From an optimization exercise on the open Yosys and OpenROAD flow, aimed at small area and a short achievable clock period; shortcuts taken in it are not production practice. Where RTL was checked, it was by simulation tests only, not by an equivalence proof against the original. Power and IR drop assume default switching activity.

==> flow/design.v <==
module APB_MASTER(
    input            PCLK, PRESETn,
    input            ST, WEN,
    input      [8:0] APB_WADRS, APB_RADRS,
    input      [7:0] APB_WDATA,
    input      [7:0] PRDATA,
    output           WE,
    output reg [7:0] HI, LO,
    output reg [7:0] PWDATA,
    output reg       PSLVERR,
    output reg [7:0] APB_RDATA_OUT
);
reg setup, access;    
reg pwrite;           
reg aerr;             
wire       take = PRESETn & ST & ~setup;
wire [8:0] adr  = WEN ? APB_WADRS : APB_RADRS;
always @(posedge PCLK)
begin
    setup  <= take;
    access <= PRESETn & setup;
end
always @(posedge PCLK)
begin
    if (!setup)
    begin
        pwrite <= WEN;
        aerr   <= |adr[8:6];
        PWDATA <= APB_WDATA;
        LO     <= 8'd1 << adr[2:0];
        HI     <= (adr[7:6] == 2'b00) ? (8'd1 << adr[5:3]) : 8'd0;
    end
end
assign WE = PRESETn & access & pwrite;
always @(posedge PCLK)
begin
    if (!PRESETn)
        APB_RDATA_OUT <= 8'd0;
    else if (access & ~pwrite)
        APB_RDATA_OUT <= PRDATA;
end
always @(posedge PCLK)
    PSLVERR <= PRESETn & (setup | access) & aerr;
endmodule
module APB_SLAVE(
    input            PCLK,
    input            WE,
    input      [7:0] HI, LO,
    input      [7:0] PWDATA,
    output reg [7:0] PRDATA
);
reg [7:0] mem [0:63];
integer g, j;
always @(posedge PCLK)
begin
    for (g = 0; g < 8; g = g + 1)
        for (j = 0; j < 8; j = j + 1)
            if (WE & HI[g] & LO[j])
                mem[8*g+j] <= PWDATA;
end
always @(*)
begin
    PRDATA = 8'd0;
    for (g = 0; g < 8; g = g + 1)
        for (j = 0; j < 8; j = j + 1)
            PRDATA = PRDATA | ({8{HI[g] & LO[j]}} & mem[8*g+j]);
end
endmodule
module APB_TOP(
    input PCLK, PRESETn,
    input ST, WEN,
    input [8:0] APB_WADRS, APB_RADRS,
    input [7:0] APB_WDATA,
    output [7:0] APB_RDATA_OUT,
    output PSLVERR
);
    wire       WE;       
    wire [7:0] HI, LO;   
    wire [7:0] PWDATA, PRDATA;
    APB_MASTER MASTER_INST (
        .PCLK(PCLK),
        .PRESETn(PRESETn),
        .ST(ST),
        .WEN(WEN),
        .APB_WADRS(APB_WADRS),
        .APB_RADRS(APB_RADRS),
        .APB_WDATA(APB_WDATA),
        .PRDATA(PRDATA),
        .WE(WE),
        .HI(HI),
        .LO(LO),
        .PWDATA(PWDATA),
        .PSLVERR(PSLVERR),
        .APB_RDATA_OUT(APB_RDATA_OUT)
    );
    APB_SLAVE SLAVE_INST (
        .PCLK(PCLK),
        .WE(WE),
        .HI(HI),
        .LO(LO),
        .PWDATA(PWDATA),
        .PRDATA(PRDATA)
    );
endmodule
export LEC_CHECK = 0
export CAP_MARGIN = 20
export CORE_MARGIN = 2
export CORE_UTILIZATION = 40
export SETUP_SLACK_MARGIN = 1.0
export SLEW_MARGIN = 20
create_clock -name core_clock -period 2.7 [get_ports {PCLK}]
run.sh (not shown) runs the stock make flow with config.mk's settings and CLKGATE_MAP_FILE= SYNTH_SCRIPT=/design/flow/synth_recipe.tcl, a recipe that flattens the netlist after the stock synthesis.
The starting point passed the timing, DRC and antenna checks.
Next try:
--- a/flow/design.v
+++ b/flow/design.v
@@ -58,13 +58,22 @@
             if (WE & HI[g] & LO[j])
                 mem[8*g+j] <= PWDATA;
 end
+reg [7:0] grp [0:7];
+reg [7:0] rd;
 always @(*)
 begin
-    PRDATA = 8'd0;
     for (g = 0; g < 8; g = g + 1)
+    begin
+        grp[g] = 8'd0;
         for (j = 0; j < 8; j = j + 1)
-            PRDATA = PRDATA | ({8{HI[g] & LO[j]}} & mem[8*g+j]);
+            grp[g] = grp[g] | ({8{LO[j]}} & mem[8*g+j]);
+    end
+    rd = 8'd0;
+    for (g = 0; g < 8; g = g + 1)
+        rd = rd | ({8{HI[g]}} & grp[g]);
 end
+always @(posedge PCLK)
+    PRDATA <= rd;
 endmodule
 module APB_TOP(
     input PCLK, PRESETn,
After rerunning: The changed run produced a clean layout; worst setup slack improved by 520 ps; register-to-register slack improved by 520 ps; wire length drops by a quarter to a third; utilization drops by 2.4 points; clock power drops by a few percent; worst hold slack improved by 3.4 ps; clock skew climbs by 19 ps; sequential share of layout area climbs by 5.1 points; cell count drops by roughly a tenth.
Function was not checked in any run of this note: the RTL went through the layout flow alone.

Another version of the RTL of APB_TOP (not shown whole).
Size: ~580 flip-flops, roughly 39 I/O pins, ~0.021 mm² of cells after synthesis.
==> module APB_MASTER, before the edit <==
module APB_MASTER(
    input            PCLK, PRESETn,
    input            ST, WEN,
    input      [8:0] APB_WADRS, APB_RADRS,
    input      [7:0] APB_WDATA,
    input      [7:0] PRDATA,
    output reg [7:0] RHI,
    output reg [15:0] RLO,
    output reg [7:0] WHI, WLO,
    output reg [7:0] PWDATA,
    output reg       PSLVERR,
    output reg [7:0] APB_RDATA_OUT
);
reg setup;    
reg free;     
reg pwrite;   
reg aerr;     
reg rdacc;    
reg erracc;   
wire       take = PRESETn & ST & ~setup;
wire [8:0] adr  = WEN ? APB_WADRS : APB_RADRS;
always @(posedge PCLK)
begin
    setup  <= take;
    free   <= ~take;
end
always @(posedge PCLK)
begin
    pwrite <= WEN;
    aerr   <= |adr[8:6];
    RLO    <= {{8{adr[5]}}, {8{~adr[5]}}} & {2{8'd1 << adr[2:0]}};
    RHI    <= (adr[7:6] == 2'b00) ? (8'd1 << adr[5:3]) : 8'd0;
    PWDATA <= (PWDATA & {8{setup}}) | (APB_WDATA & {8{free}});
end
wire go = PRESETn & setup;
always @(posedge PCLK)
begin
    rdacc  <= go & ~pwrite;
    erracc <= go & aerr;
    WHI    <= RHI & {8{go & pwrite}};
    WLO    <= RLO[15:8] | RLO[7:0];
end
always @(posedge PCLK)
begin
    if (!PRESETn)
        APB_RDATA_OUT <= 8'd0;
    else if (rdacc)
        APB_RDATA_OUT <= PRDATA;
end
always @(posedge PCLK)
    PSLVERR <= PRESETn & ((setup & aerr) | erracc);
endmodule
==> module APB_SLAVE, before the edit <==
module APB_SLAVE(
    input            PCLK, PRESETn,
    input      [7:0] RHI,
    input      [15:0] RLO,
    input      [7:0] WHI, WLO,
    input      [7:0] PWDATA,
    output reg [7:0] PRDATA
);
reg [7:0] mem [0:63];
integer g, j;
always @(posedge PCLK)
begin
    for (g = 0; g < 8; g = g + 1)
        for (j = 0; j < 8; j = j + 1)
            if (PRESETn & WHI[g] & WLO[j])
                mem[8*g+j] <= PWDATA;
end
reg [7:0] grp [0:7];
reg [7:0] rd;
always @(*)
begin
    for (g = 0; g < 8; g = g + 1)
    begin
        grp[g] = 8'd0;
        for (j = 0; j < 8; j = j + 1)
            grp[g] = grp[g] | ({8{RLO[8*(g/4)+j]}} & mem[8*g+j]);
    end
    rd = 8'd0;
    for (g = 0; g < 8; g = g + 1)
        rd = rd | ({8{RHI[g]}} & grp[g]);
end
always @(posedge PCLK)
    PRDATA <= rd;
endmodule
==> module APB_TOP, before the edit <==
module APB_TOP(
    input PCLK, PRESETn,
    input ST, WEN,
    input [8:0] APB_WADRS, APB_RADRS,
    input [7:0] APB_WDATA,
    output [7:0] APB_RDATA_OUT,
    output PSLVERR
);
    wire [7:0] RHI;         
    wire [15:0] RLO;        
    wire [7:0] WHI, WLO;    
    wire [7:0] PWDATA, PRDATA;
    APB_MASTER MASTER_INST (
        .PCLK(PCLK),
        .PRESETn(PRESETn),
        .ST(ST),
        .WEN(WEN),
        .APB_WADRS(APB_WADRS),
        .APB_RADRS(APB_RADRS),
        .APB_WDATA(APB_WDATA),
        .PRDATA(PRDATA),
        .RHI(RHI),
        .RLO(RLO),
        .WHI(WHI),
        .WLO(WLO),
        .PWDATA(PWDATA),
        .PSLVERR(PSLVERR),
        .APB_RDATA_OUT(APB_RDATA_OUT)
    );
    APB_SLAVE SLAVE_INST (
        .PCLK(PCLK),
        .PRESETn(PRESETn),
        .RHI(RHI),
        .RLO(RLO),
        .WHI(WHI),
        .WLO(WLO),
        .PWDATA(PWDATA),
        .PRDATA(PRDATA)
    );
endmodule
Settings: LEC_CHECK=0, CAP_MARGIN=20, CORE_MARGIN=2, CORE_UTILIZATION=40, CTS_CLUSTER_DIAMETER=80, CTS_CLUSTER_SIZE=25, SETUP_SLACK_MARGIN=1.0, SLEW_MARGIN=20; clock period 2.7 ns.
standard.sh (not shown) runs the stock make flow with config.mk's settings and CLKGATE_MAP_FILE= SYNTH_SCRIPT=/design/flow/synth_recipe.tcl, a recipe that flattens the netlist after the stock synthesis.
==> flow/flow/run.sh <==
#!/bin/bash
set -euo pipefail
sed "s|CLKGATE_MAP_FILE= |CLKGATE_MAP_FILE= MATCH_CELL_FOOTPRINT=0 'BUFFER_PORTS_ARGS=-buffer_cell sky130_fd_sc_hd__buf_2' |" standard.sh > own_standard.sh
grep -q MATCH_CELL_FOOTPRINT=0 own_standard.sh
bash own_standard.sh > own_flow.log 2>&1
Next try:
--- a/flow/design.v
+++ b/flow/design.v
@@ -4,8 +4,7 @@
     input      [8:0] APB_WADRS, APB_RADRS,
     input      [7:0] APB_WDATA,
     input      [7:0] PRDATA,
-    output reg [7:0] RHI,
-    output reg [15:0] RLO,
+    output reg [7:0] RHI, RLO,
     output reg [7:0] WHI, WLO,
     output reg [7:0] PWDATA,
     output reg       PSLVERR,
@@ -28,7 +27,7 @@
 begin
     pwrite <= WEN;
     aerr   <= |adr[8:6];
-    RLO    <= {{8{adr[5]}}, {8{~adr[5]}}} & {2{8'd1 << adr[2:0]}};
+    RLO    <= 8'd1 << adr[2:0];
     RHI    <= (adr[7:6] == 2'b00) ? (8'd1 << adr[5:3]) : 8'd0;
     PWDATA <= (PWDATA & {8{setup}}) | (APB_WDATA & {8{free}});
 end
@@ -38,7 +37,7 @@
     rdacc  <= go & ~pwrite;
     erracc <= go & aerr;
     WHI    <= RHI & {8{go & pwrite}};
-    WLO    <= RLO[15:8] | RLO[7:0];
+    WLO    <= RLO;
 end
 always @(posedge PCLK)
 begin
@@ -52,8 +51,7 @@
 endmodule
 module APB_SLAVE(
     input            PCLK, PRESETn,
-    input      [7:0] RHI,
-    input      [15:0] RLO,
+    input      [7:0] RHI, RLO,
     input      [7:0] WHI, WLO,
     input      [7:0] PWDATA,
     output reg [7:0] PRDATA
@@ -75,7 +73,7 @@
     begin
         grp[g] = 8'd0;
         for (j = 0; j < 8; j = j + 1)
-            grp[g] = grp[g] | ({8{RLO[8*(g/4)+j]}} & mem[8*g+j]);
+            grp[g] = grp[g] | ({8{RLO[j]}} & mem[8*g+j]);
     end
     rd = 8'd0;
     for (g = 0; g < 8; g = g + 1)
@@ -92,8 +90,7 @@
     output [7:0] APB_RDATA_OUT,
     output PSLVERR
 );
-    wire [7:0] RHI;         
-    wire [15:0] RLO;        
+    wire [7:0] RHI, RLO;    
     wire [7:0] WHI, WLO;    
     wire [7:0] PWDATA, PRDATA;
     APB_MASTER MASTER_INST (
Cell area barely changes.
Via count shrinks slightly.
Global-route usage is about the same.
Clock skew goes down by 0.0087 ns.
Sequential cell count came out lower by 8.
Cell count falls slightly.
Routed wire length hardly moves.
Die area hardly moves.
Setup slack loses 0.015 ns.
Area after synthesis barely changes.
Total power is higher slightly.
Utilization stays flat.
Sequential share of layout area shrinks by 0.66 points.
Non-clock buffer count is higher by 3.
No functional check of the RTL was part of the first run of this note.

==> port drivers added, routing unchanged <==
Ports are ideal in the flow. The routed layouts listed here were re-timed in OpenROAD. Step 1: set_driving_cell puts a clkbuf_16 on PCLK and a buf_2 on each other input, an assumption about the parent block. Step 2 times the ports against the registers' clock, not the clock port: input delays grow and output delays shrink by t, the midpoint of the rising clock arrivals with the driver on. Slacks: ideal ports / drivers / drivers and shift; pairs: ideal ports / drivers.
| run | shift t [ns] | setup slack, ns | hold slack, ns | worst setup path after step 2 | worst register clock-pin slew, ns |
|---|---|---|---|---|---|
| the first run of note 1 | 0.669 | 0.277 / 0.277 / 0.277 | 0.487 / 0.451 / 0.493 | register to register | 0.07 / 0.07 |
| the second run of note 1 | 0.637 | 0.800 / 0.800 / 0.409 | 0.491 / 0.474 / 0.491 | input to register | 0.06 / 0.06 |
| the first run of note 2 | 0.636 | 1.027 / 0.977 / 0.554 | 0.147 / 0.121 / 0.420 | input to register | 0.10 / 0.10 |
| the second run of note 2 | 0.643 | 1.012 / 1.012 / 0.829 | 0.155 / 0.125 / 0.413 | input to register | 0.10 / 0.10 |
After both steps setup and hold are still met in every run listed. The setup slack of the first run of note 2, which loses most, moves by -0.050 ns with the drivers and by -0.473 ns with both steps.
